Background: an optimization exercise with open tools, aiming at small area. Do not read the settings as production practice.
At most, simulation tests tie the RTL to the original design; equivalence was not proved.
Function not checked in run 1: the RTL went through the layout flow alone.
The clock port is modelled as an ideal driver; clocking choices that lean on that would not hold on a real chip.

--- flow/config.mk ---
export PLATFORM = sky130hd
export DESIGN_NAME = iob_axil_macc
export DESIGN_NICKNAME = iob_axil_macc
export VERILOG_FILES = /design/flow/design.v
export SDC_FILE = /design/flow/constraint.sdc
export NUM_CORES = 4
export LEC_CHECK = 0
export CAP_MARGIN = 20
export CORE_MARGIN = 2
export CORE_UTILIZATION = 40
export SLEW_MARGIN = 20
export SYNTH_HIERARCHICAL = 1
export SYNTH_MINIMUM_KEEP_SIZE = 0
--- flow/constraint.sdc ---
create_clock -name core_clock -period 5.0 [get_ports {clk_i}]
set_input_delay 1.0000 -clock core_clock [delete_from_list [all_inputs] [get_ports {clk_i}]]
set_output_delay 1.0000 -clock core_clock [all_outputs]
set_load 0.01 [all_outputs]
--- flow/design.v ---
`timescale 1ns / 1ps
module iob_reg_ca #(
   parameter DATA_W  = 1,
   parameter RST_VAL = {DATA_W{1'b0}}
) (
   input                   clk_i,
   input                   cke_i,
   input                   arst_i,
   input      [DATA_W-1:0] data_i,
   output reg [DATA_W-1:0] data_o
);
   always @(posedge clk_i, negedge arst_i) begin
      if (!arst_i) begin
         data_o <= RST_VAL;
      end else if (cke_i) begin
         data_o <= data_i;
      end
   end
endmodule
`timescale 1ns / 1ps
module iob_reg_cae #(
   parameter DATA_W  = 1,
   parameter RST_VAL = {DATA_W{1'b0}}
) (
   input                   clk_i,
   input                   cke_i,
   input                   arst_i,
   input                   en_i,
   input      [DATA_W-1:0] data_i,
   output reg [DATA_W-1:0] data_o
);
   always @(posedge clk_i, negedge arst_i) begin
      if (!arst_i) begin
         data_o <= RST_VAL;
      end else if (cke_i & en_i) begin
         data_o <= data_i;
      end
   end
endmodule
`timescale 1ns / 1ps
module iob_reverse #(
   parameter DATA_W = 21
) (
   input  [DATA_W-1:0] data_i,
   output [DATA_W-1:0] data_o
);
   genvar pos;
   generate
      for (pos = 0; pos < DATA_W; pos = pos + 1) begin : reverse
         assign data_o[pos] = data_i[(DATA_W-1)-pos];
      end
   endgenerate
endmodule
`timescale 1ns / 1ps
module iob_prio_enc #(
   parameter W    = 21,
   parameter MODE = "LOW"
) (
   input      [          W-1:0] unencoded_i,
   output reg [$clog2(W+1)-1:0] encoded_o
);
   wire [W+1-1:0] unencoded_int;
   assign unencoded_int = {(~(|unencoded_i)), unencoded_i};
   integer pos;
   generate
      if (MODE == "LOW") begin : gen_low_prio
         always @* begin
            encoded_o = 1'b0;   
            for (pos = W; pos != -1; pos = pos - 1) begin
               if (unencoded_int[pos]) begin
                  encoded_o = pos[$clog2(W)-1:0];
               end
            end
         end
      end else begin : gen_highest_prio   
         always @* begin
            encoded_o = 1'b0;   
            for (pos = {W{1'd0}}; pos < (W + 1); pos = pos + 1) begin
               if (unencoded_int[pos]) begin
                  encoded_o = pos[$clog2(W)-1:0];
               end
            end
         end
      end
   endgenerate
endmodule
`timescale 1ns / 1ps
module iob_ctls #(
   parameter W      = 21,
   parameter MODE   = 0,    
   parameter SYMBOL = 0     
) (
   input  [          W-1:0] data_i,
   output [$clog2(W+1)-1:0] count_o
);
   wire [W-1:0] data_int1;
   generate
      if (SYMBOL == 0) begin : g_zeros
         assign data_int1 = data_i;
      end else begin : g_ones
         assign data_int1 = ~data_i;
      end
   endgenerate
   wire [W-1:0] data_int2;
   generate
      if (MODE == 1) begin : g_reverse
         iob_reverse #(W) reverse0 (
            .data_i(data_int1),
            .data_o(data_int2)
         );
      end else begin : g_noreverse
         assign data_int2 = data_int1;
      end
   endgenerate
   iob_prio_enc #(
      .W   (W),
      .MODE("LOW")
   ) prio_encoder0 (
      .unencoded_i(data_int2),
      .encoded_o  (count_o)
   );
endmodule
`timescale 1ns / 1ps
module iob_axil2iob #(
   parameter AXIL_ADDR_W = 21,            
   parameter AXIL_DATA_W = 21,            
   parameter ADDR_W      = AXIL_ADDR_W,   
   parameter DATA_W      = AXIL_DATA_W    
) (
   input                      clk_i,
   input                      cke_i,
   input                      arst_i,
   input  [  AXIL_ADDR_W-1:0] axil_araddr_i,
   input                      axil_arvalid_i,
   output                     axil_arready_o,
   output [  AXIL_DATA_W-1:0] axil_rdata_o,
   output [            2-1:0] axil_rresp_o,
   output                     axil_rvalid_o,
   input                      axil_rready_i,
   input  [  AXIL_ADDR_W-1:0] axil_awaddr_i,
   input                      axil_awvalid_i,
   output                     axil_awready_o,
   input  [  AXIL_DATA_W-1:0] axil_wdata_i,
   input  [AXIL_DATA_W/8-1:0] axil_wstrb_i,
   input                      axil_wvalid_i,
   output                     axil_wready_o,
   output [            2-1:0] axil_bresp_o,
   output                     axil_bvalid_o,
   input                      axil_bready_i,
   output                     iob_valid_o,
   output [       ADDR_W-1:0] iob_addr_o,
   output [       DATA_W-1:0] iob_wdata_o,
   output [     DATA_W/8-1:0] iob_wstrb_o,
   input                      iob_rvalid_i,
   input  [       DATA_W-1:0] iob_rdata_i,
   input                      iob_ready_i,
   output                     iob_rready_o
);
   localparam WSTRB_W = DATA_W / 8;
   wire [ADDR_W-1:0] iob_addr;
   wire              iob_addr_en;
   assign axil_wready_o = iob_ready_i;
   assign axil_bresp_o  = 2'b0;
   wire axil_bvalid_nxt;
   assign axil_bvalid_nxt = (iob_valid_o & (|iob_wstrb_o)) ? iob_ready_i : (axil_bvalid_o & ~axil_bready_i);
   assign axil_arready_o = iob_ready_i;
   assign axil_rresp_o = 2'b0;
   assign axil_rvalid_o = iob_rvalid_i;
   assign axil_rdata_o = iob_rdata_i;
   assign iob_valid_o = axil_wvalid_i | axil_arvalid_i;
   assign iob_addr_o = axil_arvalid_i ? axil_araddr_i : axil_awvalid_i ? axil_awaddr_i : iob_addr;
   assign iob_wdata_o = axil_wdata_i;
   assign iob_wstrb_o = axil_wvalid_i ? axil_wstrb_i : {WSTRB_W{1'b0}};
   assign iob_rready_o = axil_rready_i;
   assign iob_addr_en = axil_arvalid_i | axil_awvalid_i;
   iob_reg_ca #(
      .DATA_W (1),
      .RST_VAL(0)
   ) iob_reg_bvalid (
      .clk_i (clk_i),
      .cke_i (cke_i),
      .arst_i(arst_i),
      .data_i(axil_bvalid_nxt),
      .data_o(axil_bvalid_o)
   );
   iob_reg_cae #(
      .DATA_W (ADDR_W),
      .RST_VAL(0)
   ) iob_reg_addr (
      .clk_i (clk_i),
      .cke_i (cke_i),
      .arst_i(arst_i),
      .en_i  (iob_addr_en),
      .data_i(iob_addr_o),
      .data_o(iob_addr)
   );
   wire awready_en;
   wire axil_awready_nxt;
   assign awready_en       = axil_awready_o ? axil_awvalid_i : (axil_bvalid_o & axil_bready_i);
   assign axil_awready_nxt = ~axil_awready_o;   
   iob_reg_cae #(
      .DATA_W (1),
      .RST_VAL(1)
   ) iob_reg_awready (
      .clk_i (clk_i),
      .cke_i (cke_i),
      .arst_i(arst_i),
      .en_i  (awready_en),
      .data_i(axil_awready_nxt),
      .data_o(axil_awready_o)
   );
endmodule
`timescale 1ns / 1ps
module iob_axil_macc_csrs #(
   parameter ADDR_W = 4,   
   parameter DATA_W = 32
) (
   input                 clk_i,
   input                 cke_i,
   input                 arst_i,
   input  [       2-1:0] axil_araddr_i,
   input                 axil_arvalid_i,
   output                axil_arready_o,
   output [  DATA_W-1:0] axil_rdata_o,
   output [       2-1:0] axil_rresp_o,
   output                axil_rvalid_o,
   input                 axil_rready_i,
   input  [       2-1:0] axil_awaddr_i,
   input                 axil_awvalid_i,
   output                axil_awready_o,
   input  [  DATA_W-1:0] axil_wdata_i,
   input  [DATA_W/8-1:0] axil_wstrb_i,
   input                 axil_wvalid_i,
   output                axil_wready_o,
   output [       2-1:0] axil_bresp_o,
   output                axil_bvalid_o,
   input                 axil_bready_i,
   output                en_o,
   input                 done_i,
   output                load_o,
   output [       8-1:0] a_o,
   output [       8-1:0] b_o,
   input  [      16-1:0] c_i
);
   wire                internal_iob_valid;
   wire [  ADDR_W-1:0] internal_iob_addr;
   wire [  DATA_W-1:0] internal_iob_wdata;
   wire [DATA_W/8-1:0] internal_iob_wstrb;
   wire                internal_iob_rvalid;
   wire [  DATA_W-1:0] internal_iob_rdata;
   wire                internal_iob_ready;
   wire                internal_iob_rready;
   wire                state;
   reg                 state_nxt;
   wire                write_en;
   wire [  ADDR_W-1:0] internal_iob_addr_stable;
   wire [  ADDR_W-1:0] internal_iob_addr_reg;
   wire                internal_iob_addr_reg_en;
   wire                en_wdata;
   wire                en_wen;
   wire                load_wdata;
   wire                load_wen;
   wire [       8-1:0] a_wdata;
   wire                a_wen;
   wire [       8-1:0] b_wdata;
   wire                b_wen;
   wire                iob_rvalid_out;
   reg                 iob_rvalid_nxt;
   wire [      32-1:0] iob_rdata_out;
   reg  [      32-1:0] iob_rdata_nxt;
   wire                iob_ready_out;
   reg                 iob_ready_nxt;
   reg                 iob_addr_i_0_8;
   reg                 iob_addr_i_4_16;
   reg                 iob_addr_i_8_0;
   function [31:0] iob_max;
      input [31:0] a;
      input [31:0] b;
      begin
         if (a > b) iob_max = a;
         else iob_max = b;
      end
   endfunction
   function [31:0] iob_min;
      input [31:0] a;
      input [31:0] b;
      begin
         if (a < b) iob_min = a;
         else iob_min = b;
      end
   endfunction
   function [31:0] iob_cshift_left;
      input [31:0] DATA;
      input integer DATA_W;
      input integer SHIFT;
      begin
         iob_cshift_left = (DATA << SHIFT) | (DATA >> (DATA_W - SHIFT));
      end
   endfunction
   function [31:0] iob_cshift_right;
      input [31:0] DATA;
      input integer DATA_W;
      input integer SHIFT;
      begin
         iob_cshift_right = (DATA >> SHIFT) | (DATA << (DATA_W - SHIFT));
      end
   endfunction
   localparam WSTRB_W = DATA_W / 8;
   localparam WAIT_REQ = 1'd0;
   localparam WAIT_RVALID = 1'd1;
   assign internal_iob_addr_reg_en = (state == WAIT_REQ);
   assign internal_iob_addr_stable = (state == WAIT_RVALID) ? internal_iob_addr_reg : internal_iob_addr;
   assign write_en = |internal_iob_wstrb;
   wire [($clog2(WSTRB_W)+1)-1:0] byte_offset;
   iob_ctls #(
      .W     (WSTRB_W),
      .MODE  (0),
      .SYMBOL(0)
   ) bo_inst (
      .data_i (internal_iob_wstrb),
      .count_o(byte_offset)
   );
   wire [ADDR_W-1:0] waddr;
   assign waddr    = ((internal_iob_addr_stable>>$clog2((DATA_W/8)))<<$clog2((DATA_W/8))) + byte_offset;
   assign en_wdata = internal_iob_wdata[0+:1];
   wire en_addressed_w;
   assign en_addressed_w = (waddr >= 0) && (waddr < 1);
   assign en_wen         = internal_iob_valid & (write_en & en_addressed_w);
   iob_reg_cae #(
      .DATA_W (1),
      .RST_VAL(1'd0)
   ) en_datareg (
      .clk_i (clk_i),
      .cke_i (cke_i),
      .arst_i(arst_i),
      .en_i  (en_wen),
      .data_i(en_wdata),
      .data_o(en_o)
   );
   assign load_wdata = internal_iob_wdata[16+:1];
   wire load_addressed_w;
   assign load_addressed_w = (waddr >= 2) && (waddr < 3);
   assign load_wen         = internal_iob_valid & (write_en & load_addressed_w);
   iob_reg_cae #(
      .DATA_W (1),
      .RST_VAL(1'd0)
   ) load_datareg (
      .clk_i (clk_i),
      .cke_i (cke_i),
      .arst_i(arst_i),
      .en_i  (load_wen),
      .data_i(load_wdata),
      .data_o(load_o)
   );
   assign a_wdata = internal_iob_wdata[24+:8];
   wire a_addressed_w;
   assign a_addressed_w = (waddr >= 3) && (waddr < 4);
   assign a_wen         = internal_iob_valid & (write_en & a_addressed_w);
   iob_reg_cae #(
      .DATA_W (8),
      .RST_VAL(8'd0)
   ) a_datareg (
      .clk_i (clk_i),
      .cke_i (cke_i),
      .arst_i(arst_i),
      .en_i  (a_wen),
      .data_i(a_wdata),
      .data_o(a_o)
   );
   assign b_wdata = internal_iob_wdata[0+:8];
   wire b_addressed_w;
   assign b_addressed_w = (waddr >= 4) && (waddr < 5);
   assign b_wen         = internal_iob_valid & (write_en & b_addressed_w);
   iob_reg_cae #(
      .DATA_W (8),
      .RST_VAL(8'd0)
   ) b_datareg (
      .clk_i (clk_i),
      .cke_i (cke_i),
      .arst_i(arst_i),
      .en_i  (b_wen),
      .data_i(b_wdata),
      .data_o(b_o)
   );
   assign internal_iob_rvalid = iob_rvalid_out;
   assign internal_iob_rdata  = iob_rdata_out;
   assign internal_iob_ready  = iob_ready_out;
   wire [7:0] byte_aligned_done_i;
   assign byte_aligned_done_i = done_i;
   wire [15:0] byte_aligned_c_i;
   assign byte_aligned_c_i = c_i;
   always @* begin
      iob_rdata_nxt  = 32'd0;
      iob_addr_i_0_8 = (((internal_iob_addr_stable>>$clog2((DATA_W/8)))<<$clog2((DATA_W/8))) == 0);
      if (iob_addr_i_0_8) begin
         iob_rdata_nxt[8+:8] = byte_aligned_done_i | 8'd0;
      end
      iob_addr_i_4_16 = ((
      ((internal_iob_addr_stable>>$clog2((DATA_W/8)))<<$clog2((DATA_W/8)))
      >= 4) && (
      ((internal_iob_addr_stable>>$clog2((DATA_W/8)))<<$clog2((DATA_W/8)))
      < 8));
      if (iob_addr_i_4_16) begin
         iob_rdata_nxt[16+:16] = byte_aligned_c_i | 16'd0;
      end
      iob_addr_i_8_0 = (((internal_iob_addr_stable>>$clog2((DATA_W/8)))<<$clog2((DATA_W/8))) == 8);
      if (iob_addr_i_8_0) begin
         iob_rdata_nxt[0+:16] = 16'h0081 | 16'd0;
      end
      iob_ready_nxt  = 1'b0;
      iob_rvalid_nxt = 1'b0;
      state_nxt      = state;
      case (state)
         WAIT_REQ: begin
            if (internal_iob_valid & (!internal_iob_ready)) begin   
               iob_ready_nxt = 1'b1;
               if (iob_ready_nxt && (!write_en)) begin
                  state_nxt = WAIT_RVALID;
               end
            end
         end
         default: begin   
            if (internal_iob_rready & internal_iob_rvalid) begin   
               iob_rvalid_nxt = 1'b0;
               state_nxt      = WAIT_REQ;
            end else begin
               iob_rvalid_nxt = 1'b1;
            end
         end
      endcase
   end   
   iob_reg_cae #(
      .DATA_W (ADDR_W),
      .RST_VAL({ADDR_W{1'b0}})
   ) internal_addr_reg (
      .clk_i (clk_i),
      .cke_i (cke_i),
      .arst_i(arst_i),
      .en_i  (internal_iob_addr_reg_en),
      .data_i(internal_iob_addr),
      .data_o(internal_iob_addr_reg)
   );
   iob_reg_ca #(
      .DATA_W (1),
      .RST_VAL(1'b0)
   ) state_reg (
      .clk_i (clk_i),
      .cke_i (cke_i),
      .arst_i(arst_i),
      .data_i(state_nxt),
      .data_o(state)
   );
   iob_axil2iob #(
      .AXIL_ADDR_W(ADDR_W),
      .AXIL_DATA_W(DATA_W)
   ) iob_axil2iob_coverter (
      .clk_i         (clk_i),
      .cke_i         (cke_i),
      .arst_i        (arst_i),
      .axil_araddr_i ({axil_araddr_i, 2'b0}),
      .axil_arvalid_i(axil_arvalid_i),
      .axil_arready_o(axil_arready_o),
      .axil_rdata_o  (axil_rdata_o),
      .axil_rresp_o  (axil_rresp_o),
      .axil_rvalid_o (axil_rvalid_o),
      .axil_rready_i (axil_rready_i),
      .axil_awaddr_i ({axil_awaddr_i, 2'b0}),
      .axil_awvalid_i(axil_awvalid_i),
      .axil_awready_o(axil_awready_o),
      .axil_wdata_i  (axil_wdata_i),
      .axil_wstrb_i  (axil_wstrb_i),
      .axil_wvalid_i (axil_wvalid_i),
      .axil_wready_o (axil_wready_o),
      .axil_bresp_o  (axil_bresp_o),
      .axil_bvalid_o (axil_bvalid_o),
      .axil_bready_i (axil_bready_i),
      .iob_valid_o   (internal_iob_valid),
      .iob_addr_o    (internal_iob_addr),
      .iob_wdata_o   (internal_iob_wdata),
      .iob_wstrb_o   (internal_iob_wstrb),
      .iob_rvalid_i  (internal_iob_rvalid),
      .iob_rdata_i   (internal_iob_rdata),
      .iob_ready_i   (internal_iob_ready),
      .iob_rready_o  (internal_iob_rready)
   );
   iob_reg_ca #(
      .DATA_W (1),
      .RST_VAL(1'b0)
   ) rvalid_reg (
      .clk_i (clk_i),
      .cke_i (cke_i),
      .arst_i(arst_i),
      .data_i(iob_rvalid_nxt),
      .data_o(iob_rvalid_out)
   );
   iob_reg_ca #(
      .DATA_W (32),
      .RST_VAL(32'b0)
   ) rdata_reg (
      .clk_i (clk_i),
      .cke_i (cke_i),
      .arst_i(arst_i),
      .data_i(iob_rdata_nxt),
      .data_o(iob_rdata_out)
   );
   iob_reg_ca #(
      .DATA_W (1),
      .RST_VAL(1'b0)
   ) ready_reg (
      .clk_i (clk_i),
      .cke_i (cke_i),
      .arst_i(arst_i),
      .data_i(iob_ready_nxt),
      .data_o(iob_ready_out)
   );
endmodule
`timescale 1ns / 1ps
module iob_axil_macc #(
   parameter DATA_W = 32
) (
   input                 clk_i,
   input                 cke_i,
   input                 arst_i,
   input  [       2-1:0] iob_csrs_axil_araddr_i,
   input                 iob_csrs_axil_arvalid_i,
   output                iob_csrs_axil_arready_o,
   output [  DATA_W-1:0] iob_csrs_axil_rdata_o,
   output [       2-1:0] iob_csrs_axil_rresp_o,
   output                iob_csrs_axil_rvalid_o,
   input                 iob_csrs_axil_rready_i,
   input  [       2-1:0] iob_csrs_axil_awaddr_i,
   input                 iob_csrs_axil_awvalid_i,
   output                iob_csrs_axil_awready_o,
   input  [  DATA_W-1:0] iob_csrs_axil_wdata_i,
   input  [DATA_W/8-1:0] iob_csrs_axil_wstrb_i,
   input                 iob_csrs_axil_wvalid_i,
   output                iob_csrs_axil_wready_o,
   output [       2-1:0] iob_csrs_axil_bresp_o,
   output                iob_csrs_axil_bvalid_o,
   input                 iob_csrs_axil_bready_i
);
   wire          arvalid = iob_csrs_axil_arvalid_i;
   wire          awvalid = iob_csrs_axil_awvalid_i;
   wire          wvalid = iob_csrs_axil_wvalid_i;
   wire [   3:0] wstrb = iob_csrs_axil_wstrb_i;
   wire [  31:0] wdata = iob_csrs_axil_wdata_i;
   reg           st;
   reg           rdy;
   reg           bvalid;
   reg           awready;
   reg  [   1:0] addr_q;   
   reg  [   1:0] ia;   
   wire          rvalid = st & ~rdy;
   wire          valid = wvalid | arvalid;
   wire          we = wvalid & (|wstrb);
   wire [   1:0] addr = arvalid ? iob_csrs_axil_araddr_i :
                        awvalid ? iob_csrs_axil_awaddr_i : addr_q;
   wire [   1:0] as = st ? ia : addr;
   wire          w0 = wvalid & (as == 2'd0);
   wire          en_wen = w0 & wstrb[0];
   wire          load_wen = w0 & (wstrb[2:0] == 3'b100);
   wire          a_wen = w0 & (wstrb == 4'b1000);
   wire          b_wen = wvalid & (as == 2'd1) & wstrb[0];
   always @(posedge clk_i, negedge arst_i) begin
      if (!arst_i) begin
         st      <= 1'b0;
         rdy     <= 1'b0;
         bvalid  <= 1'b0;
         awready <= 1'b1;
         addr_q  <= 2'd0;
      end else if (cke_i) begin
         rdy     <= ~st & ~rdy & valid;
         st      <= st ? (rdy | ~iob_csrs_axil_rready_i) : (~rdy & valid & ~we);
         bvalid  <= we ? rdy : (bvalid & ~iob_csrs_axil_bready_i);
         if (awready ? awvalid : (bvalid & iob_csrs_axil_bready_i)) awready <= ~awready;
         addr_q  <= addr;
      end
   end
   always @(posedge clk_i) begin
      if (cke_i & ~st) ia <= addr;
   end
   reg           en;
   reg           load;
   reg  [   7:0] a;
   reg  [   7:0] b;
   wire          en_d;
   wire          load_d;
   wire [   7:0] a_d;
   wire [   7:0] b_d;
   macc_mux #(
      .W(1)
   ) en_mux (
      .s (cke_i & en_wen),
      .d0(en),
      .d1(wdata[0]),
      .y (en_d)
   );
   macc_mux #(
      .W(1)
   ) load_mux (
      .s (cke_i & load_wen),
      .d0(load),
      .d1(wdata[16]),
      .y (load_d)
   );
   macc_mux #(
      .W(8)
   ) a_mux (
      .s (cke_i & a_wen),
      .d0(a),
      .d1(wdata[31:24]),
      .y (a_d)
   );
   macc_mux #(
      .W(8)
   ) b_mux (
      .s (cke_i & b_wen),
      .d0(b),
      .d1(wdata[7:0]),
      .y (b_d)
   );
   always @(posedge clk_i, negedge arst_i) begin
      if (!arst_i) begin
         en   <= 1'b0;
         load <= 1'b0;
         a    <= 8'd0;
         b    <= 8'd0;
      end else begin
         en   <= en_d;
         load <= load_d;
         a    <= a_d;
         b    <= b_d;
      end
   end
   reg           en_int;
   reg  [   2:0] dn;
   reg           done_int;
   reg  [  15:0] accn;   
   reg           az;
   reg           cz;
   reg  [   7:0] a_s;
   reg  [   7:0] b_s;
   wire [  15:0] acc_sumn;
   wire          enp = en & ~en_int;
   macc_tree macc (
      .a (a_s),
      .b (b_s),
      .m (~(accn | {16{load | az}})),
      .qn(acc_sumn)
   );
   always @(posedge clk_i, negedge arst_i) begin
      if (!arst_i) begin
         en_int   <= 1'b0;
         dn       <= 3'd0;
         done_int <= 1'b0;
         az       <= 1'b1;
         cz       <= 1'b1;
      end else begin
         if (cke_i) begin
            en_int   <= en;
            dn       <= {dn[1:0], enp};
            done_int <= ~enp & (dn[2] | done_int);
            if (dn[2]) az <= 1'b0;
            cz <= az;
         end
      end
   end
   always @(posedge clk_i) begin
      if (cke_i & dn[2]) accn <= acc_sumn;
   end
   always @(posedge clk_i) begin
      if (cke_i & dn[0]) begin
         a_s <= a;
         b_s <= b;
      end
   end
   reg  [  15:0] cqn;
   reg           dq;
   always @(posedge clk_i) begin
      if (cke_i) begin
         cqn <= accn;
         dq <= done_int;
      end
   end
   wire ia0 = (ia == 2'd0);
   wire ia1 = (ia == 2'd1);
   wire ia2 = (ia == 2'd2);
   assign iob_csrs_axil_rdata_o   = {~(cqn | {16{~ia1 | cz}}), 7'd0, dq & ia0, ia2, 6'd0, ia2};
   assign iob_csrs_axil_rresp_o   = 2'b0;
   assign iob_csrs_axil_rvalid_o  = rvalid;
   assign iob_csrs_axil_arready_o = rdy;
   assign iob_csrs_axil_wready_o  = rdy;
   assign iob_csrs_axil_awready_o = awready;
   assign iob_csrs_axil_bresp_o   = 2'b0;
   assign iob_csrs_axil_bvalid_o  = bvalid;
endmodule
module macc_mux #(
   parameter W = 1
) (
   input          s,
   input  [W-1:0] d0,
   input  [W-1:0] d1,
   output [W-1:0] y
);
   assign y = s ? d1 : d0;
endmodule
module macc_tree (
   input  [ 7:0] a,
   input  [ 7:0] b,
   input  [15:0] m,
   output [15:0] qn
);
   wire n1, n2;
   macc_ha h0 ((a[0] & b[5]), (a[1] & b[4]), n1, n2);
   wire n3, n4;
   macc_fa u0 ((a[0] & b[6]), (a[1] & b[5]), (a[2] & b[4]), n3, n4);
   wire n5, n6;
   macc_ha h1 ((a[3] & b[3]), (a[4] & b[2]), n5, n6);
   wire n7, n8;
   macc_fa u1 ((a[0] & b[7]), (a[1] & b[6]), (a[2] & b[5]), n7, n8);
   wire n9, n10;
   macc_fa u2 ((a[3] & b[4]), (a[4] & b[3]), (a[5] & b[2]), n9, n10);
   wire n11, n12;
   macc_ha h2 ((a[6] & b[1]), (a[7] & b[0]), n11, n12);
   wire n13, n14;
   macc_fa u3 ((a[1] & b[7]), (a[2] & b[6]), (a[3] & b[5]), n13, n14);
   wire n15, n16;
   macc_fa u4 ((a[4] & b[4]), (a[5] & b[3]), (a[6] & b[2]), n15, n16);
   wire n17, n18;
   macc_ha h3 ((a[7] & b[1]), m[8], n17, n18);
   wire n19, n20;
   macc_fa u5 ((a[2] & b[7]), (a[3] & b[6]), (a[4] & b[5]), n19, n20);
   wire n21, n22;
   macc_fa u6 ((a[5] & b[4]), (a[6] & b[3]), (a[7] & b[2]), n21, n22);
   wire n23, n24;
   macc_fa u7 ((a[3] & b[7]), (a[4] & b[6]), (a[5] & b[5]), n23, n24);
   wire n25, n26;
   macc_ha h4 ((a[0] & b[3]), (a[1] & b[2]), n25, n26);
   wire n27, n28;
   macc_fa u8 ((a[0] & b[4]), (a[1] & b[3]), (a[2] & b[2]), n27, n28);
   wire n29, n30;
   macc_ha h5 ((a[3] & b[1]), (a[4] & b[0]), n29, n30);
   wire n31, n32;
   macc_fa u9 ((a[2] & b[3]), (a[3] & b[2]), (a[4] & b[1]), n31, n32);
   wire n33, n34;
   macc_fa u10 ((a[5] & b[0]), m[5], n1, n33, n34);
   wire n35, n36;
   macc_fa u11 ((a[5] & b[1]), (a[6] & b[0]), m[6], n35, n36);
   wire n37, n38;
   macc_fa u12 (n2, n5, n3, n37, n38);
   wire n39, n40;
   macc_fa u13 (m[7], n6, n11, n39, n40);
   wire n41, n42;
   macc_fa u14 (n4, n7, n9, n41, n42);
   wire n43, n44;
   macc_fa u15 (n12, n17, n10, n43, n44);
   wire n45, n46;
   macc_fa u16 (n8, n13, n15, n45, n46);
   wire n47, n48;
   macc_fa u17 (m[9], n18, n14, n47, n48);
   wire n49, n50;
   macc_fa u18 (n16, n19, n21, n49, n50);
   wire n51, n52;
   macc_fa u19 ((a[6] & b[4]), (a[7] & b[3]), m[10], n51, n52);
   wire n53, n54;
   macc_fa u20 (n20, n22, n23, n53, n54);
   wire n55, n56;
   macc_fa u21 ((a[4] & b[7]), (a[5] & b[6]), (a[6] & b[5]), n55, n56);
   wire n57, n58;
   macc_fa u22 ((a[7] & b[4]), m[11], n24, n57, n58);
   wire n59, n60;
   macc_fa u23 ((a[5] & b[7]), (a[6] & b[6]), (a[7] & b[5]), n59, n60);
   wire n61, n62;
   macc_ha h6 ((a[0] & b[2]), (a[1] & b[1]), n61, n62);
   wire n63, n64;
   macc_fa u24 ((a[2] & b[1]), (a[3] & b[0]), m[3], n63, n64);
   wire n65, n66;
   macc_fa u25 (m[4], n26, n29, n65, n66);
   wire n67, n68;
   macc_fa u26 (n30, n28, n31, n67, n68);
   wire n69, n70;
   macc_fa u27 (n32, n35, n34, n69, n70);
   wire n71, n72;
   macc_fa u28 (n36, n39, n38, n71, n72);
   wire n73, n74;
   macc_fa u29 (n40, n42, n43, n73, n74);
   wire n75, n76;
   macc_fa u30 (n44, n46, n47, n75, n76);
   wire n77, n78;
   macc_fa u31 (n51, n48, n50, n77, n78);
   wire n79, n80;
   macc_fa u32 (n52, n55, n54, n79, n80);
   wire n81, n82;
   macc_fa u33 (m[12], n56, n59, n81, n82);
   wire n83, n84;
   macc_fa u34 ((a[6] & b[7]), (a[7] & b[6]), m[13], n83, n84);
   wire n85, n86;
   macc_ha h7 ((a[0] & b[1]), (a[1] & b[0]), n85, n86);
   wire n87, n88;
   macc_fa u35 ((a[2] & b[0]), m[2], n61, n87, n88);
   wire n89, n90;
   macc_fa u36 (n62, n25, n63, n89, n90);
   wire n91, n92;
   macc_fa u37 (n64, n27, n65, n91, n92);
   wire n93, n94;
   macc_fa u38 (n66, n33, n67, n93, n94);
   wire n95, n96;
   macc_fa u39 (n68, n37, n69, n95, n96);
   wire n97, n98;
   macc_fa u40 (n41, n70, n71, n97, n98);
   wire n99, n100;
   macc_fa u41 (n45, n72, n73, n99, n100);
   wire n101, n102;
   macc_fa u42 (n49, n74, n75, n101, n102);
   wire n103, n104;
   macc_fa u43 (n53, n76, n77, n103, n104);
   wire n105, n106;
   macc_fa u44 (n57, n78, n79, n105, n106);
   wire n107, n108;
   macc_fa u45 (n58, n81, n80, n107, n108);
   wire n109, n110;
   macc_fa u46 (n60, n83, n82, n109, n110);
   wire n111, n112;
   macc_fa u47 ((a[7] & b[7]), m[14], n84, n111, n112);
   wire n113, n114;
   macc_ha h8 ((a[0] & b[0]), m[0], n113, n114);
   wire n115, n116;
   macc_fa u48 (m[1], n85, n114, n115, n116);
   wire n117, n118;
   macc_fa u49 (n86, n87, n116, n117, n118);
   wire n119, n120;
   macc_fa u50 (n88, n89, n118, n119, n120);
   wire n121, n122;
   macc_fa u51 (n90, n91, n120, n121, n122);
   wire n123, n124;
   macc_fa u52 (n92, n93, n122, n123, n124);
   wire [9:0] r0 = {m[15], n110, n108, n106, n104, n102, n100, n98, n96, n94};
   wire [9:0] r1 = {n112, n111, n109, n107, n105, n103, n101, n99, n97, n95};
   wire [9:0] rs = r0 + r1 + n124;
   assign qn = {~rs[9], ~rs[8], ~rs[7], ~rs[6], ~rs[5], ~rs[4], ~rs[3], ~rs[2], ~rs[1], ~rs[0], ~n123, ~n121, ~n119, ~n117, ~n115, ~n113};
endmodule
module macc_fa (
   input  x,
   input  y,
   input  z,
   output s,
   output c
);
   assign s = x ^ y ^ z;
   assign c = (x & y) | (x & z) | (y & z);
endmodule
module macc_ha (
   input  x,
   input  y,
   output s,
   output c
);
   assign s = x ^ y;
   assign c = x & y;
endmodule
--- flow/flow/run.sh ---
#!/bin/bash
# The standard layout (standard.sh), with four changes to how the
# layout is made:
#  - after floorplanning, every combinational cell from synthesis is swapped
#    to the smallest cell of its kind (flow/downsize.tcl); the later repair
#    steps size cells up again where timing, slew or load need it;
#  - the port buffers are buf_1 cells;
#  - the clock tree uses clkbuf_8 and no dummy loads;
#  - after clock tree synthesis, clock buffers are swapped to smaller ones
#    while every flip-flop clock pin keeps a slew under 110 ps
#    (flow/clkdown.tcl).
# Each step's full output goes to its own log file in this folder.
set -euo pipefail
RES="$PWD/orfs/results/sky130hd/iob_axil_macc/base"
ARGS=(
  "BUFFER_PORTS_ARGS=-buffer_cell sky130_fd_sc_hd__buf_1"
  "CTS_ARGS=-sink_clustering_enable -repair_clock_nets -dont_use_dummy_load -buf_list sky130_fd_sc_hd__clkbuf_8 -sink_clustering_size 30"
)
bash standard.sh "${ARGS[@]}" floorplan > standard_floorplan.log 2>&1
DS_ODB="$RES/2_floorplan.odb" openroad -no_init -exit flow/downsize.tcl > downsize.log 2>&1
bash standard.sh "${ARGS[@]}" cts > standard_cts.log 2>&1
PLATFORM_DIR="$FLOW_HOME/platforms/sky130hd" CD_ODB="$RES/4_cts.odb" CD_SDC="$RES/4_cts.sdc" \
  CLK_SLEW_TARGET=0.110 openroad -no_init -exit flow/clkdown.tcl > clkdown.log 2>&1
bash standard.sh "${ARGS[@]}" finish > standard_finish.log 2>&1
--- flow/flow/clkdown.tcl ---
set plat $::env(PLATFORM_DIR)
read_liberty $plat/lib/sky130_fd_sc_hd__tt_025C_1v80.lib
read_db $::env(CD_ODB)
read_sdc $::env(CD_SDC)
source $plat/setRC.tcl
set_propagated_clock [all_clocks]
set target $::env(CLK_SLEW_TARGET)
proc worst_clk_slew {} {
  estimate_parasitics -placement
  set w 0
  foreach pin [all_registers -clock_pins] {
    foreach e {rise fall} {
      set s [get_property $pin slew_max_$e]
      if {$s > $w} { set w $s }
    }
  }
  return $w
}
set block [ord::get_db_block]
set db [ord::get_db]
proc master {name} {
  foreach lib [$::db getLibs] {
    set m [$lib findMaster $name]
    if {$m ne "NULL"} { return $m }
  }
  return NULL
}
puts "clkdown: start worst clock-pin slew [worst_clk_slew]"
set order {sky130_fd_sc_hd__clkbuf_16 sky130_fd_sc_hd__clkbuf_8 sky130_fd_sc_hd__clkbuf_4 sky130_fd_sc_hd__clkbuf_2}
set saved 0
foreach inst [$block getInsts] {
  set m [[$inst getMaster] getName]
  set i [lsearch $order $m]
  if {$i < 0} { continue }
  # only the clock tree's buffers
  set onet [[$inst findITerm X] getNet]
  if {$onet eq "NULL" || [$onet getSigType] ne "CLOCK"} { continue }
  set cur [$inst getMaster]
  for {set j [expr {$i + 1}]} {$j < [llength $order]} {incr j} {
    set cand [master [lindex $order $j]]
    $inst swapMaster $cand
    set w [worst_clk_slew]
    if {$w > $target} {
      $inst swapMaster $cur
      break
    }
    set saved [expr {$saved + [$cur getWidth] - [$cand getWidth]}]
    set cur $cand
  }
}
puts "clkdown: saved [expr {$saved * 2.72 / 1000.0}] um2, worst clock-pin slew [worst_clk_slew]"
write_db $::env(CD_ODB)
--- flow/flow/downsize.tcl ---
# Swap every combinational cell of the synthesized netlist to the smallest
# cell of the same kind (same base name and pins), before placement.  The
# flow's own repair steps then size up only what timing, slew or load need.
read_db $::env(DS_ODB)
set db [ord::get_db]
set block [ord::get_db_block]
set masters {}
foreach lib [$db getLibs] {
  foreach m [$lib getMasters] { dict set masters [$m getName] $m }
}
proc pins_of {m} {
  set p {}
  foreach t [$m getMTerms] { lappend p [$t getName] }
  return [lsort $p]
}
set swapped 0
set saved 0
foreach inst [$block getInsts] {
  set m [$inst getMaster]
  set name [$m getName]
  if {![regexp {^sky130_fd_sc_hd__([a-z0-9]+)_([0-9]+)$} $name -> base size]} { continue }
  if {[regexp {^(df|edf|sdf|dl|clk|conb|tap|fill|decap|lpflow|probe|diode|ebuf|einv)} $base]} { continue }
  set best $m
  set area [expr {[$m getWidth] * [$m getHeight]}]
  dict for {cn cm} $masters {
    if {![regexp "^sky130_fd_sc_hd__${base}_\[0-9\]+\$" $cn]} { continue }
    set a [expr {[$cm getWidth] * [$cm getHeight]}]
    if {$a < $area && [pins_of $cm] eq [pins_of $m]} { set best $cm; set area $a }
  }
  if {$best ne $m} {
    set saved [expr {$saved + [$m getWidth] * [$m getHeight] - $area}]
    $inst swapMaster $best
    incr swapped
  }
}
puts "downsize: swapped $swapped cells, saved [expr {$saved / 1.0e6}] um2"
write_db $::env(DS_ODB)
--- flow/standard.sh ---
#!/bin/bash
# synth_recipe.tcl (not shown) runs the flow's synth.tcl, then flattens the netlist and writes it again
# the make line also repeats each setting of config.mk as NAME=value (left out here)
make -C /OpenROAD-flow-scripts/flow DESIGN_CONFIG=/design/flow/config.mk WORK_HOME=/design/flow/orfs CLKGATE_MAP_FILE= SYNTH_SCRIPT=/design/flow/synth_recipe.tcl "${@:-finish}"
==> flow_summary_export.csv, run 1 <==
group,metric,value,unit
worst_setup_path,worstPathArrival,5.15,ns
placement,place_congestion,0.768,
timing,grt_setup_unrepaired,"no",
logic_synthesis,synth_edf_count,51,
timing,setup_tns,0,ns
layout,layout-drive-gt1-share,0.0987,
die,dieHeight,119,um
clock_network,cts_tree,"yes",
die,dieArea,14200,um^2
min_path,min_path_type,"reg -> reg",
clock_network,clk_pin_slew,0.09,ns
worst_setup_path,crit_buf_inv,0,
logic_synthesis,synth_flop_cell,"edfxtp_1",
logic_synthesis,synth_seq_area_share,0.436,
logic_synthesis,yosys_register_bits,82,
timing,period_share,0.975,
grt,gr-usage-all-layers,0.146,
timing,max_freq,0.205,GHz
clock_network,ctsRootBufferMaster,"clkbuf_8",
clock_network,ctsLongestPathBuffers,2,
timing,hold_viol_final,0,
worst_setup_path,path_delay_family,"adder cells",
worst_setup_path,required,5.27,ns
worst_setup_path,start_kind,"register",
worst_setup_path,worst-setup-path-type,"reg -> reg",
grt,antenna_found_initial,1,
layout,fin_nets,588,
timing,period_needed,4.88,ns
grt,grt_pass1_vias,3196,
logic_synthesis,synth_most_common_cell,"and2_1",
worst_setup_path,crit_chain,"and2_1 -> ha_1 -> fa_2 -> fa_2 -> fa_2 -> fa_2 -> fa_2 -> fa_2 -> fa_2 -> a21o_1 -> a221o_1 -> o41ai_2 -> xor2_1",
worst_setup_path,path_max_fanout,4,
layout,postLayoutCellArea,5720,um^2
routing,routed_via_density,4.70,
timing,max_slew_margin,0.369,
routing,drcViolationCount,0,
worst_setup_path,max_stage_delay,0.46,ns
routing,drtAntennaViolNets,0,
logic_synthesis,yosysWarnings,7,
logic_synthesis,netlist_area,5300,um^2
grt,grt_pass1_wl,16000,um
die,core,13100,um^2
worst_setup_path,crit_path_end_kind,"register",
timing,setup_viol,0,
routing,dr_total_vias,3021,
routing,wl_per_cell,14.8,um
placement,hpwl,7340,um
die,ioPinCount,89,
clock_network,cts_buffers,9,
placement,dpl-instance-area,5570,um^2
die,start_util,0.405,
routing,drt_first_pass_iters,4,
worst_setup_path,crit_slowest_cell,"edfxtp_1",
routing,wl,9550,um
logic_synthesis,synthTopCellsByCount,"67 x and2_1, 55 x fa_1, 51 x edfxtp_1, 41 x nor2_1, 28 x dfrtp_1",
grt,grt.overflow.total,0,
layout,area.growth.synth_to_final,8.01,%
clock_network,htree_num_levels,3,
worst_setup_path,cpMostUsedCell,"fa_2",
logic_synthesis,ys_types,50,
clock_network,cts.sink_count,82,
logic_synthesis,async_flop_share,0.378,
die,rows,42,
logic_synthesis,syn_inst,398,
clock_network,cts_hold_buffers,0,
routing,first_iter_violations,139,
clock_network,clock_latency,0.53,ns
logic_synthesis,synth_largest_area_cell,"edfxtp_1",
timing,worstMarginPinSlew,0.947,ns
timing,fin_skew,0.0218,ns
logic_synthesis,avgSynthCellArea,13.3,um^2
flow_run,cap_violations,0,
die,fp.dieW,119,um
outcome,status,"no timing/DRC/antenna violations",
logic_synthesis,synth_area_leaders,"edfxtp_1 29%, fa_1 21%, dfrtp_1 13%, and2_1 7.9%, mux2_4 5.1%",
logic_synthesis,synth.top_cell.area_share,0.289,
grt,grt_max_degree,32,
placement,portBuffers,56,
timing,finalMaxSlewViolations,0,
==> sequential cells by signal, summed over array words and instances (netlist names), 2 cells and up <==
signal,flops
accn,16
cqn,16
a,8
a_s,8
b,8
b_s,8
dn,3
addr_q,2
ia,2
==> cell type report <==
type                       instances  area, um^2
tap                              176         220
fill                            1254        7360
antenna                            1        2.50
multi-input combinational        292        2720
sequential                        82        2310
inverter                          11        41.3
timing repair buffer              72         333
clock buffer                       9        96.3
==> cell usage in the layout (no fill, tap or decap), types with 3 or more instances in the layout <==
cell type	count
mux2_1	18
fa_1	48
xor2_1	6
inv_1	11
buf_1	54
nor2_1	40
o21ai_0	5
and3_1	4
and2_1	67
nand2_1	10
dfrtp_1	28
clkbuf_2	3
clkbuf_8	5
buf_4	16
a21oi_1	5
dfstp_2	3
nor3_1	4
ha_1	17
a21o_1	3
conb_1	17
edfxtp_1	51
clkbuf_4	3
mux2_2	5
fa_2	7
nor2b_1	5
==> modules after synthesis, one instance, submodules excluded, excerpt <==
module | cell area [um^2] | copies in the design | flip-flops and latches | cells inside
macc_fa | 20.0 | 53 | 0 | 1
macc_ha | 12.5 | 9 | 0 | 1
iob_axil_macc | 2970 | 1 | 82 | 194
macc_tree | 863 | 1 | 0 | 122
==> cell families after synthesis <==
kind of cell / count (synthesis) / synth area share
compound gates: 28 / 0.0432
xor+xnor: 8 / 0.0132
fa+ha+maj: 72 / 0.248
buf+inv: 40 / 0.0487
flops: 82 / 0.436
mux: 25 / 0.0654
other cells: 1 / 0.000708
simple gates: 142 / 0.145
==> timing repair <==
| action | 4_1_cts | 5_1_grt |
|---|---|---|
| pin swaps | 4 | 3 |
| setup endpoints to repair | 2 | 1 |
| endpoints found under the hold margin | 0 | 0 |
| buffers inserted | 3 | 0 |
| gates resized for setup | 10 | 0 |
==> stage by stage <==
step | setup slack (ns) | hold WS, ns | util | instances
floorplan | 0.00581 | 0.425 | - | 414
detailed placement | -0.385 | 0.429 | 0.426 | 630
global route | 0.00477 | 0.451 | 0.437 | 643
finish | 0.123 | 0.443 | 0.437 | 643
CTS | 0.0565 | 0.449 | 0.439 | 642
global placement | -0.323 | 0.425 | 0.426 | 630
==> metal layers <==
layer	up-vias	GRT usage	wire (um)
li1	1444	-	-
met1	1492	0.200	4510
met2	78	0.229	4490
met3	7	0.0311	417
met4	0	0.0580	131
met5	-	0	0
==> worst paths after layout <==
check                              start  depth (start not counted)       end  slack, ns
worst max-delay path              b_s[0]                         13  accn[14]       0.12
worst min-delay path            done_int                          0        dq       0.44
worst max register to register    b_s[0]                         13  accn[14]       0.12
worst min register to register  done_int                          0        dq       0.44
max in group asynchronous         arst_i                          1     dn[1]       3.97
min in group asynchronous         arst_i                          1      a[0]       0.53
==> inputs of run 2 (changes only) <==
--- a/flow/design.v
+++ b/flow/design.v
@@ -645,7 +645,7 @@
    macc_tree macc (
       .a (a_s),
       .b (b_s),
-      .m (~(accn | {16{load | az}})),
+      .mn(accn | {16{load | az}}),
       .qn(acc_sumn)
    );
    always @(posedge clk_i, negedge arst_i) begin
@@ -707,49 +707,49 @@
 module macc_tree (
    input  [ 7:0] a,
    input  [ 7:0] b,
-   input  [15:0] m,
+   input  [15:0] mn,
    output [15:0] qn
 );
    wire n1, n2;
-   macc_ha h0 ((a[0] & b[5]), (a[1] & b[4]), n1, n2);
+   macc_han h0 (mn[5], ~(a[0] & b[5]), n1, n2);
    wire n3, n4;
-   macc_fa u0 ((a[0] & b[6]), (a[1] & b[5]), (a[2] & b[4]), n3, n4);
+   macc_fa u0 (mn[6], ~(a[0] & b[6]), ~(a[1] & b[5]), n3, n4);
    wire n5, n6;
-   macc_ha h1 ((a[3] & b[3]), (a[4] & b[2]), n5, n6);
+   macc_han h1 (~(a[2] & b[4]), ~(a[3] & b[3]), n5, n6);
    wire n7, n8;
-   macc_fa u1 ((a[0] & b[7]), (a[1] & b[6]), (a[2] & b[5]), n7, n8);
+   macc_fa u1 (mn[7], ~(a[0] & b[7]), ~(a[1] & b[6]), n7, n8);
    wire n9, n10;
-   macc_fa u2 ((a[3] & b[4]), (a[4] & b[3]), (a[5] & b[2]), n9, n10);
+   macc_fa u2 (~(a[2] & b[5]), ~(a[3] & b[4]), ~(a[4] & b[3]), n9, n10);
    wire n11, n12;
-   macc_ha h2 ((a[6] & b[1]), (a[7] & b[0]), n11, n12);
+   macc_han h2 (~(a[5] & b[2]), ~(a[6] & b[1]), n11, n12);
    wire n13, n14;
-   macc_fa u3 ((a[1] & b[7]), (a[2] & b[6]), (a[3] & b[5]), n13, n14);
+   macc_fa u3 (mn[8], ~(a[1] & b[7]), ~(a[2] & b[6]), n13, n14);
    wire n15, n16;
-   macc_fa u4 ((a[4] & b[4]), (a[5] & b[3]), (a[6] & b[2]), n15, n16);
+   macc_fa u4 (~(a[3] & b[5]), ~(a[4] & b[4]), ~(a[5] & b[3]), n15, n16);
    wire n17, n18;
-   macc_ha h3 ((a[7] & b[1]), m[8], n17, n18);
+   macc_han h3 (~(a[6] & b[2]), ~(a[7] & b[1]), n17, n18);
    wire n19, n20;
-   macc_fa u5 ((a[2] & b[7]), (a[3] & b[6]), (a[4] & b[5]), n19, n20);
+   macc_fa u5 (mn[9], ~(a[2] & b[7]), ~(a[3] & b[6]), n19, n20);
    wire n21, n22;
-   macc_fa u6 ((a[5] & b[4]), (a[6] & b[3]), (a[7] & b[2]), n21, n22);
+   macc_fa u6 (~(a[4] & b[5]), ~(a[5] & b[4]), ~(a[6] & b[3]), n21, n22);
    wire n23, n24;
-   macc_fa u7 ((a[3] & b[7]), (a[4] & b[6]), (a[5] & b[5]), n23, n24);
+   macc_fa u7 (mn[10], ~(a[3] & b[7]), ~(a[4] & b[6]), n23, n24);
    wire n25, n26;
-   macc_ha h4 ((a[0] & b[3]), (a[1] & b[2]), n25, n26);
+   macc_han h4 (mn[3], ~(a[0] & b[3]), n25, n26);
    wire n27, n28;
-   macc_fa u8 ((a[0] & b[4]), (a[1] & b[3]), (a[2] & b[2]), n27, n28);
+   macc_fa u8 (mn[4], ~(a[0] & b[4]), ~(a[1] & b[3]), n27, n28);
    wire n29, n30;
-   macc_ha h5 ((a[3] & b[1]), (a[4] & b[0]), n29, n30);
+   macc_han h5 (~(a[2] & b[2]), ~(a[3] & b[1]), n29, n30);
    wire n31, n32;
-   macc_fa u9 ((a[2] & b[3]), (a[3] & b[2]), (a[4] & b[1]), n31, n32);
+   macc_fa u9 (~(a[1] & b[4]), ~(a[2] & b[3]), ~(a[3] & b[2]), n31, n32);
    wire n33, n34;
-   macc_fa u10 ((a[5] & b[0]), m[5], n1, n33, n34);
+   macc_fa u10 (~(a[4] & b[1]), ~(a[5] & b[0]), n1, n33, n34);
    wire n35, n36;
-   macc_fa u11 ((a[5] & b[1]), (a[6] & b[0]), m[6], n35, n36);
+   macc_fa u11 (~(a[4] & b[2]), ~(a[5] & b[1]), ~(a[6] & b[0]), n35, n36);
    wire n37, n38;
    macc_fa u12 (n2, n5, n3, n37, n38);
    wire n39, n40;
-   macc_fa u13 (m[7], n6, n11, n39, n40);
+   macc_fa u13 (~(a[7] & b[0]), n6, n11, n39, n40);
    wire n41, n42;
    macc_fa u14 (n4, n7, n9, n41, n42);
    wire n43, n44;
@@ -757,25 +757,25 @@
    wire n45, n46;
    macc_fa u16 (n8, n13, n15, n45, n46);
    wire n47, n48;
-   macc_fa u17 (m[9], n18, n14, n47, n48);
+   macc_fa u17 (~(a[7] & b[2]), n18, n14, n47, n48);
    wire n49, n50;
    macc_fa u18 (n16, n19, n21, n49, n50);
    wire n51, n52;
-   macc_fa u19 ((a[6] & b[4]), (a[7] & b[3]), m[10], n51, n52);
+   macc_fa u19 (~(a[5] & b[5]), ~(a[6] & b[4]), ~(a[7] & b[3]), n51, n52);
    wire n53, n54;
    macc_fa u20 (n20, n22, n23, n53, n54);
    wire n55, n56;
-   macc_fa u21 ((a[4] & b[7]), (a[5] & b[6]), (a[6] & b[5]), n55, n56);
+   macc_fa u21 (mn[11], ~(a[4] & b[7]), ~(a[5] & b[6]), n55, n56);
    wire n57, n58;
-   macc_fa u22 ((a[7] & b[4]), m[11], n24, n57, n58);
+   macc_fa u22 (~(a[6] & b[5]), ~(a[7] & b[4]), n24, n57, n58);
    wire n59, n60;
-   macc_fa u23 ((a[5] & b[7]), (a[6] & b[6]), (a[7] & b[5]), n59, n60);
+   macc_fa u23 (mn[12], ~(a[5] & b[7]), ~(a[6] & b[6]), n59, n60);
    wire n61, n62;
-   macc_ha h6 ((a[0] & b[2]), (a[1] & b[1]), n61, n62);
+   macc_han h6 (mn[2], ~(a[0] & b[2]), n61, n62);
    wire n63, n64;
-   macc_fa u24 ((a[2] & b[1]), (a[3] & b[0]), m[3], n63, n64);
+   macc_fa u24 (~(a[1] & b[2]), ~(a[2] & b[1]), ~(a[3] & b[0]), n63, n64);
    wire n65, n66;
-   macc_fa u25 (m[4], n26, n29, n65, n66);
+   macc_fa u25 (~(a[4] & b[0]), n26, n29, n65, n66);
    wire n67, n68;
    macc_fa u26 (n30, n28, n31, n67, n68);
    wire n69, n70;
@@ -791,13 +791,13 @@
    wire n79, n80;
    macc_fa u32 (n52, n55, n54, n79, n80);
    wire n81, n82;
-   macc_fa u33 (m[12], n56, n59, n81, n82);
+   macc_fa u33 (~(a[7] & b[5]), n56, n59, n81, n82);
    wire n83, n84;
-   macc_fa u34 ((a[6] & b[7]), (a[7] & b[6]), m[13], n83, n84);
+   macc_fa u34 (mn[13], ~(a[6] & b[7]), ~(a[7] & b[6]), n83, n84);
    wire n85, n86;
-   macc_ha h7 ((a[0] & b[1]), (a[1] & b[0]), n85, n86);
+   macc_han h7 (mn[1], ~(a[0] & b[1]), n85, n86);
    wire n87, n88;
-   macc_fa u35 ((a[2] & b[0]), m[2], n61, n87, n88);
+   macc_fa u35 (~(a[1] & b[1]), ~(a[2] & b[0]), n61, n87, n88);
    wire n89, n90;
    macc_fa u36 (n62, n25, n63, n89, n90);
    wire n91, n92;
@@ -821,23 +821,21 @@
    wire n109, n110;
    macc_fa u46 (n60, n83, n82, n109, n110);
    wire n111, n112;
-   macc_fa u47 ((a[7] & b[7]), m[14], n84, n111, n112);
+   macc_fa u47 (mn[14], ~(a[7] & b[7]), n84, n111, n112);
    wire n113, n114;
-   macc_ha h8 ((a[0] & b[0]), m[0], n113, n114);
+   macc_han h8 (mn[0], ~(a[0] & b[0]), n113, n114);
    wire n115, n116;
-   macc_fa u48 (m[1], n85, n114, n115, n116);
+   macc_fa u48 (~(a[1] & b[0]), n85, n114, n115, n116);
    wire n117, n118;
    macc_fa u49 (n86, n87, n116, n117, n118);
    wire n119, n120;
    macc_fa u50 (n88, n89, n118, n119, n120);
    wire n121, n122;
    macc_fa u51 (n90, n91, n120, n121, n122);
-   wire n123, n124;
-   macc_fa u52 (n92, n93, n122, n123, n124);
-   wire [9:0] r0 = {m[15], n110, n108, n106, n104, n102, n100, n98, n96, n94};
-   wire [9:0] r1 = {n112, n111, n109, n107, n105, n103, n101, n99, n97, n95};
-   wire [9:0] rs = r0 + r1 + n124;
-   assign qn = {~rs[9], ~rs[8], ~rs[7], ~rs[6], ~rs[5], ~rs[4], ~rs[3], ~rs[2], ~rs[1], ~rs[0], ~n123, ~n121, ~n119, ~n117, ~n115, ~n113};
+   wire [10:0] r0 = {mn[15], n110, n108, n106, n104, n102, n100, n98, n96, n94, n92};
+   wire [10:0] r1 = {n112, n111, n109, n107, n105, n103, n101, n99, n97, n95, n93};
+   wire [10:0] rs = r0 + r1 + n122;
+   assign qn = {rs[10], rs[9], rs[8], rs[7], rs[6], rs[5], rs[4], rs[3], rs[2], rs[1], rs[0], n121, n119, n117, n115, n113};
 endmodule
 module macc_fa (
    input  x,
@@ -858,3 +856,12 @@
    assign s = x ^ y;
    assign c = x & y;
 endmodule
+module macc_han (
+   input  xn,
+   input  yn,
+   output sn,
+   output cn
+);
+   assign sn = ~(xn ^ yn);
+   assign cn = xn | yn;
+endmodule
--- a/flow/flow/run.sh
+++ b/flow/flow/run.sh
@@ -14,6 +14,7 @@
 RES="$PWD/orfs/results/sky130hd/iob_axil_macc/base"
 ARGS=(
   "BUFFER_PORTS_ARGS=-buffer_cell sky130_fd_sc_hd__buf_1"
+  "SKIP_REPAIR_TIE_FANOUT=1"
   "CTS_ARGS=-sink_clustering_enable -repair_clock_nets -dont_use_dummy_load -buf_list sky130_fd_sc_hd__clkbuf_8 -sink_clustering_size 30"
 )
 bash standard.sh "${ARGS[@]}" floorplan > standard_floorplan.log 2>&1
==> run 2 against run 1 <==
- still clean
- global-route usage down 0.22 points
==> flow_summary_export.csv, run 2 <==
group,metric,value,unit
timing,period_share,0.945,
clock_network,cts_tree,"yes",
routing,dr_total_vias,3109,
worst_setup_path,worstPathArrival,5.01,ns
layout,insertedDiodeCount,0,
timing,period_needed,4.73,ns
worst_setup_path,worstSetupEndpoint,"accn[13]",
logic_synthesis,yosys_register_bits,82,
worst_setup_path,crit_path_end_kind,"register",
logic_synthesis,synth_compound_area_frac,0.0397,
timing,setup_tns,0,ns
logic_synthesis,synth_edf_count,51,
worst_setup_path,crit_buf_inv,3,
clock_network,ctsLongestPathBuffers,2,
routing,drt_first_pass_iters,5,
layout,final_common_cell,"nand2_1",
die,rows,42,
worst_setup_path,required,5.29,ns
grt,grt_max_degree,35,
placement,portBuffers,56,
clock_network,htree_num_levels,3,
routing,routed_via_density,4.78,
routing,drtAntennaViolNets,0,
worst_setup_path,r2r-end,"accn[13]",
worst_setup_path,rr_worst_depth,16,
placement,dpl_worst_slack,0.167,ns
routing,wl,9430,um
timing,fin_skew,0.0324,ns
timing,hold_viol_final,0,
worst_setup_path,rrSetupSlack,0.27,ns
worst_setup_path,path_max_fanout,18,
grt,grt_pass1_vias,3247,
logic_synthesis,synthTopCellsByCount,"79 x nand2_1, 54 x fa_1, 51 x edfxtp_1, 46 x inv_1, 28 x dfrtp_1",
placement,place_congestion,0.890,
placement,hpwl,7460,um
routing,first_iter_violations,180,
timing,grt_setup_unrepaired,"no",
min_path,min_path_type,"reg -> reg",
layout,area.growth.synth_to_final,2.80,%
clock_network,ctsRootBufferMaster,"clkbuf_8",
logic_synthesis,ys_types,43,
timing,finalMaxSlewViolations,0,
layout,largest_registers,"accn: 16 flops, cqn: 16 flops",
routing,drcViolationCount,0,
routing,wl_per_cell,14.5,um
timing,max_freq,0.212,GHz
timing,finalWorstSetupSlack,0.273,ns
worst_setup_path,r2r_start,"az",
timing,worstMarginPinSlew,0.846,ns
die,dieHeight,120,um
logic_synthesis,synth_largest_area_cell,"edfxtp_1",
logic_synthesis,avgSynthCellArea,11.7,um^2
die,dieArea,14300,um^2
die,ioPinCount,89,
worst_setup_path,path_depth,16,
layout,layout-drive-gt1-share,0.0464,
logic_synthesis,yosysWarnings,7,
layout,fin_nets,596,
logic_synthesis,synth_flop_cell,"edfxtp_1",
die,start_util,0.407,
flow_run,cap_violations,0,
worst_setup_path,worst-setup-path-type,"reg -> reg",
grt,antenna_found_initial,0,
logic_synthesis,synth.top_cell.area_share,0.286,
logic_synthesis,synthAdderAreaFrac,0.244,
worst_setup_path,path_delay_family,"adder cells",
worst_setup_path,cpMostUsedCell,"fa_1",
logic_synthesis,synth_area_leaders,"edfxtp_1 29%, fa_1 20%, dfrtp_1 13%, nand2_1 5.5%, mux2_4 5.0%",
grt,gr-usage-all-layers,0.144,
logic_synthesis,synth_mux_area_frac,0.0646,
logic_synthesis,netlist_area,5360,um^2
logic_synthesis,async_flop_share,0.378,
outcome,status,"no timing/DRC/antenna violations",
grt,grt.overflow.total,0,
clock_network,cts.sink_count,82,
logic_synthesis,synth_top_family_by_area,"adder cells",
worst_setup_path,crit_start,"az",
worst_setup_path,max_stage_delay,0.70,ns
logic_synthesis,synthSimpleGateAreaFrac,0.116,
logic_synthesis,syn_inst,457,
grt,grt_pass1_wl,15900,um
layout,fin_util,0.418,
logic_synthesis,synth_most_common_cell,"nand2_1",
clock_network,clk_pin_slew,0.09,ns
worst_setup_path,start_kind,"register",
timing,max_slew_margin,0.436,
clock_network,cts_buffers,9,
clock_network,cts_hold_buffers,0,
die,core,13200,um^2
clock_network,clock_latency,0.53,ns
timing,setup_viol,0,
worst_setup_path,crit_chain,"or3_1 -> inv_1 -> ha_1 -> inv_1 -> fa_1 -> fa_1 -> fa_1 -> fa_1 -> fa_1 -> inv_1 -> fa_1 -> nand2b_1 -> a21oi_1 -> nor3_1 -> a21oi_1 -> xor2_1",
layout,final_cell_mix,"79 x nand2_1, 54 x fa_1, 54 x buf_1",
logic_synthesis,synth_seq_area_share,0.431,
worst_setup_path,crit_slowest_cell,"dfstp_2",
die,fp.dieW,120,um
logic_synthesis,synthXorXnorAreaFrac,0.0163,
-- run 2: cell types whose count changed after synthesis, sizes merged, moves of 3 or more --
cell and change:
or3 +14, xnor2 +5, nand3 +4, inv +35, xor2 -3, and2 -65
buf +4, nand2 +69, clkbuf +16, a21oi +5, nor2 -17, and3 -3
-- run 2: stage by stage --
step	std cells	area, um^2	hold WS (ns)
after floorplan	457	5360	0.417
after global placement	641	5420	0.427
after detailed placement	641	5420	0.428
after CTS	650	5540	0.446
after global routing	650	5510	0.460
final	650	5510	0.445
-- run 2: logic make-up after synthesis --
group	Yosys count
simple gates	141
buf+inv	95
mux	25
flops	82
other cells	1
compound gates	31
xor+xnor	10
fa+ha+maj	72
-- run 2: per-layer routing --
layer | GRT usage | vias to the layer above | part of all wire
li1 | - | 1490 | -
met1 | 0.201 | 1527 | 0.46
met2 | 0.223 | 87 | 0.47
met3 | 0.0314 | 5 | 0.059
met4 | 0.0544 | 0 | 0.0081
met5 | 0 | - | 0
-- run 2: worst min-delay path by stage --
stage              from  endpoint  slack [ns]  cells past startpoint
3_3_place_gp   accn[12]   cqn[12]        0.43                      0
4_1_cts        accn[15]   cqn[15]        0.45                      0
3_5_place_dp       a[4]    a_s[4]        0.43                      0
2_1_floorplan   accn[0]    cqn[0]        0.42                      0
6_report           a[4]    a_s[4]        0.44                      0
5_1_grt            a[2]    a_s[2]        0.46                      0
-- run 2: area by class of cell --
class / instances / area (um^2)
fillers: 1247 / 7680
clock buffers: 9 / 96.3
inverters: 46 / 173
repair buffers: 57 / 220
multi-input cells: 280 / 2490
well taps: 176 / 220
flip-flops and latches: 82 / 2310
-- run 2: timing repair --
| action | 4_1_cts | 5_1_grt |
|---|---|---|
| hold endpoints to repair | 0 | 0 |
| endpoints found under the setup margin | 0 | 1 |
| setup buffers | 0 | 0 |
| gates resized for setup | 0 | 1 |
-- run 2: Yosys stat by module (local to each module, per instance), excerpt --
module / flops+latches / cells
macc_fa: 0 / 1
iob_axil_macc: 82 / 193
macc_tree: 0 / 147
macc_han: 0 / 5
==> inputs of run 3 (changes only) <==
--- a/flow/flow/run.sh
+++ b/flow/flow/run.sh
@@ -14,7 +14,6 @@
 RES="$PWD/orfs/results/sky130hd/iob_axil_macc/base"
 ARGS=(
   "BUFFER_PORTS_ARGS=-buffer_cell sky130_fd_sc_hd__buf_1"
-  "SKIP_REPAIR_TIE_FANOUT=1"
   "CTS_ARGS=-sink_clustering_enable -repair_clock_nets -dont_use_dummy_load -buf_list sky130_fd_sc_hd__clkbuf_8 -sink_clustering_size 30"
 )
 bash standard.sh "${ARGS[@]}" floorplan > standard_floorplan.log 2>&1
==> run 3 against run 2 <==
- via count is 1.1% higher
- still clean on timing, DRC and antenna
- die area stayed put
- hold slack worse by 0.020 ns
- register-to-register slack better by 0.04 ns
- final cell count is 2.5% higher
- area after synthesis stayed put
- critical endpoint unchanged
- critical path type unchanged
- fmax is 0.95% higher
- cell area is 1.1% higher
- sequential share of layout area is 0.40 points lower
==> flow_summary_export.csv, run 3 <==
group,metric,value,unit
outcome,status,"no timing/DRC/antenna violations",
timing,finalMaxSlewViolations,0,
logic_synthesis,synth_largest_area_cell,"edfxtp_1",
timing,worstMarginPinSlew,0.839,ns
routing,first_iter_violations,169,
placement,dpl.cell_count,657,
worst_setup_path,path_delay_family,"adder cells",
logic_synthesis,synth.top_cell.area_share,0.286,
logic_synthesis,netlist_area,5360,um^2
timing,setup_viol,0,
layout,insertedDiodeCount,0,
worst_setup_path,worst-setup-path-type,"reg -> reg",
timing,setup_tns,0,ns
layout,fin_nets,612,
die,dieHeight,120,um
logic_synthesis,async_flop_share,0.378,
layout,layout-drive-gt1-share,0.0469,
routing,routed_via_density,4.72,
clock_network,htree_num_levels,3,
logic_synthesis,yosysWarnings,7,
worst_setup_path,worstPathArrival,4.96,ns
worst_setup_path,max_stage_delay,0.54,ns
layout,largest_registers,"accn: 16 flops, cqn: 16 flops",
grt,antenna_found_initial,0,
logic_synthesis,synth_seq_area_share,0.431,
worst_setup_path,required,5.28,ns
grt,grt_pass1_wl,16100,um
die,start_util,0.407,
timing,fin_skew,0.0373,ns
logic_synthesis,syn_inst,457,
routing,drtAntennaViolNets,0,
layout,final_common_cell,"nand2_1",
die,fp.dieW,120,um
timing,holdWs,0.425,ns
placement,hpwl,7480,um
logic_synthesis,avgSynthCellArea,11.7,um^2
timing,hold_viol_final,0,
grt,grt.overflow.total,0,
die,rows,42,
timing,grt_setup_unrepaired,"no",
routing,wl_per_cell,14.1,um
clock_network,cts_tree,"yes",
worst_setup_path,crit_slowest_cell,"dfstp_4",
timing,max_slew_margin,0.440,
layout,final_cells,666,
min_path,min_path_type,"reg -> reg",
flow_run,cap_violations,0,
routing,drt_first_pass_iters,4,
grt,grt_pass1_vias,3291,
logic_synthesis,synthTopCellsByCount,"79 x nand2_1, 54 x fa_1, 51 x edfxtp_1, 46 x inv_1, 28 x dfrtp_1",
logic_synthesis,yosys_register_bits,82,
worst_setup_path,crit_chain,"or3_1 -> inv_1 -> ha_1 -> inv_1 -> fa_1 -> fa_1 -> fa_1 -> fa_1 -> fa_1 -> inv_1 -> fa_1 -> nand2b_1 -> a21oi_1 -> nor3_2 -> a21oi_1 -> xor2_1",
logic_synthesis,synth_edf_count,51,
logic_synthesis,synth_area_leaders,"edfxtp_1 29%, fa_1 20%, dfrtp_1 13%, nand2_1 5.5%, mux2_4 5.0%",
worst_setup_path,crit_buf_inv,3,
logic_synthesis,synth_flop_cell,"edfxtp_1",
worst_setup_path,path_max_fanout,18,
placement,portBuffers,56,
placement,place_congestion,0.899,
layout,final_cell_mix,"79 x nand2_1, 54 x fa_1, 54 x buf_1",
layout,fin_util,0.423,
layout,area.growth.synth_to_final,3.97,%
clock_network,cts_buffers,9,
grt,grt_max_degree,35,
clock_network,clock_latency,0.53,ns
timing,period_needed,4.68,ns
clock_network,cts_hold_buffers,0,
clock_network,clk_pin_slew,0.10,ns
worst_setup_path,cpMostUsedCell,"fa_1",
routing,wl,9410,um
grt,gr-usage-all-layers,0.144,
clock_network,cts.sink_count,82,
worst_setup_path,start_kind,"register",
die,core,13200,um^2
logic_synthesis,synth_most_common_cell,"nand2_1",
routing,drcViolationCount,0,
timing,max_freq,0.214,GHz
clock_network,ctsRootBufferMaster,"clkbuf_8",
logic_synthesis,ys_types,43,
routing,dr_total_vias,3143,
timing,period_share,0.937,
worst_setup_path,crit_path_end_kind,"register",
die,ioPinCount,89,
clock_network,ctsLongestPathBuffers,2,
die,dieArea,14300,um^2
[run 3: cell count changes in the layout (fill, tap and decap cells not counted), sizes merged]
cell  delta
conb    +16
[run 3: metal layers]
layer / track usage / part of all wire / up-vias
met2: 0.221 / 0.45 / 86
met1: 0.203 / 0.48 / 1542
met3: 0.0366 / 0.054 / 15
met4: 0.0463 / 0.017 / 0
met5: 0 / 0 / -
li1: - / - / 1500
[run 3: kinds of logic after synthesis]
logic type               share of synthesized area
multiplexers                                0.0646
buffers and inverters                       0.0884
XOR/XNOR                                    0.0163
adder cells (fa/ha/maj)                      0.244
AO/OA/AOI/OAI                               0.0397
other                                     0.000699
AND/OR/NAND/NOR                              0.116
flip-flops                                   0.431
[run 3: layout make-up]
class                   instances  area [um^2]
clock buffers                   9         90.1
repair buffers                 57          220
well taps                     176          220
inverters                      46          173
fillers                      1229         7610
flip-flops and latches         82         2320
multi-input cells             296         2560
[run 3: per-module statistics from Yosys (local to each module, per instance), excerpt]
| module | cells inside | flops+latches | times used | cell area [um^2] |
|---|---|---|---|---|
| macc_tree | 147 | 0 | 1 | 793 |
| iob_axil_macc | 193 | 82 | 1 | 2990 |
| macc_han | 5 | 0 | 9 | 27.5 |
| macc_fa | 1 | 0 | 52 | 20.0 |
[run 3: metrics by stage]
stage | instance area [um^2] | setup WS [ns]
after global placement | 5480 | 0.248
final | 5580 | 0.317
after floorplan | 5420 | 0.589
after global routing | 5580 | 0.0307
after CTS | 5600 | 0.153
after detailed placement | 5480 | 0.169
[run 3: path summary, 6_finish.rpt]
check                             start       end  slack, ns  cells after the start
min in group asynchronous        arst_i       rdy       0.53                      1
worst max register to register       az  accn[13]       0.32                     16
max in group asynchronous        arst_i      a[4]       3.93                      1
worst min-delay path            accn[8]    cqn[8]       0.42                      0
worst max-delay path                 az  accn[13]       0.32                     16
worst min register to register  accn[8]    cqn[8]       0.42                      0
[run 3: repair_timing]
item / CTS / global route
endpoints found under the hold margin: 0 / 0
setup buffers: 0 / 0
gates resized for setup: 0 / 3
endpoints found under the setup margin: 0 / 2

## port drivers added, routing unchanged
In the flow no input, the clock included, has a driving cell. The finished layouts below were timed again as built, in two steps.
Step 1: set_driving_cell puts a clkbuf_16 on clk_i and a buf_2 on each other input, an assumption about the parent block.
Step 2 also shifts input and output timing later by t, the mid clock arrival at the registers, as if the neighbouring blocks saw the same clock.
a / b / c = ideal / step 1 / step 2; a / b = the first two.
run	t (ns)	setup WS [ns]	clock arrival spread, ns
run 1	0.557	0.123 / 0.123 / 0.123	0.023 / 0.023
run 2	0.548	0.273 / 0.273 / 0.273	0.035 / 0.035
run 3	0.536	0.317 / 0.317 / 0.317	0.038 / 0.038
After both steps every run listed still meets setup and hold.
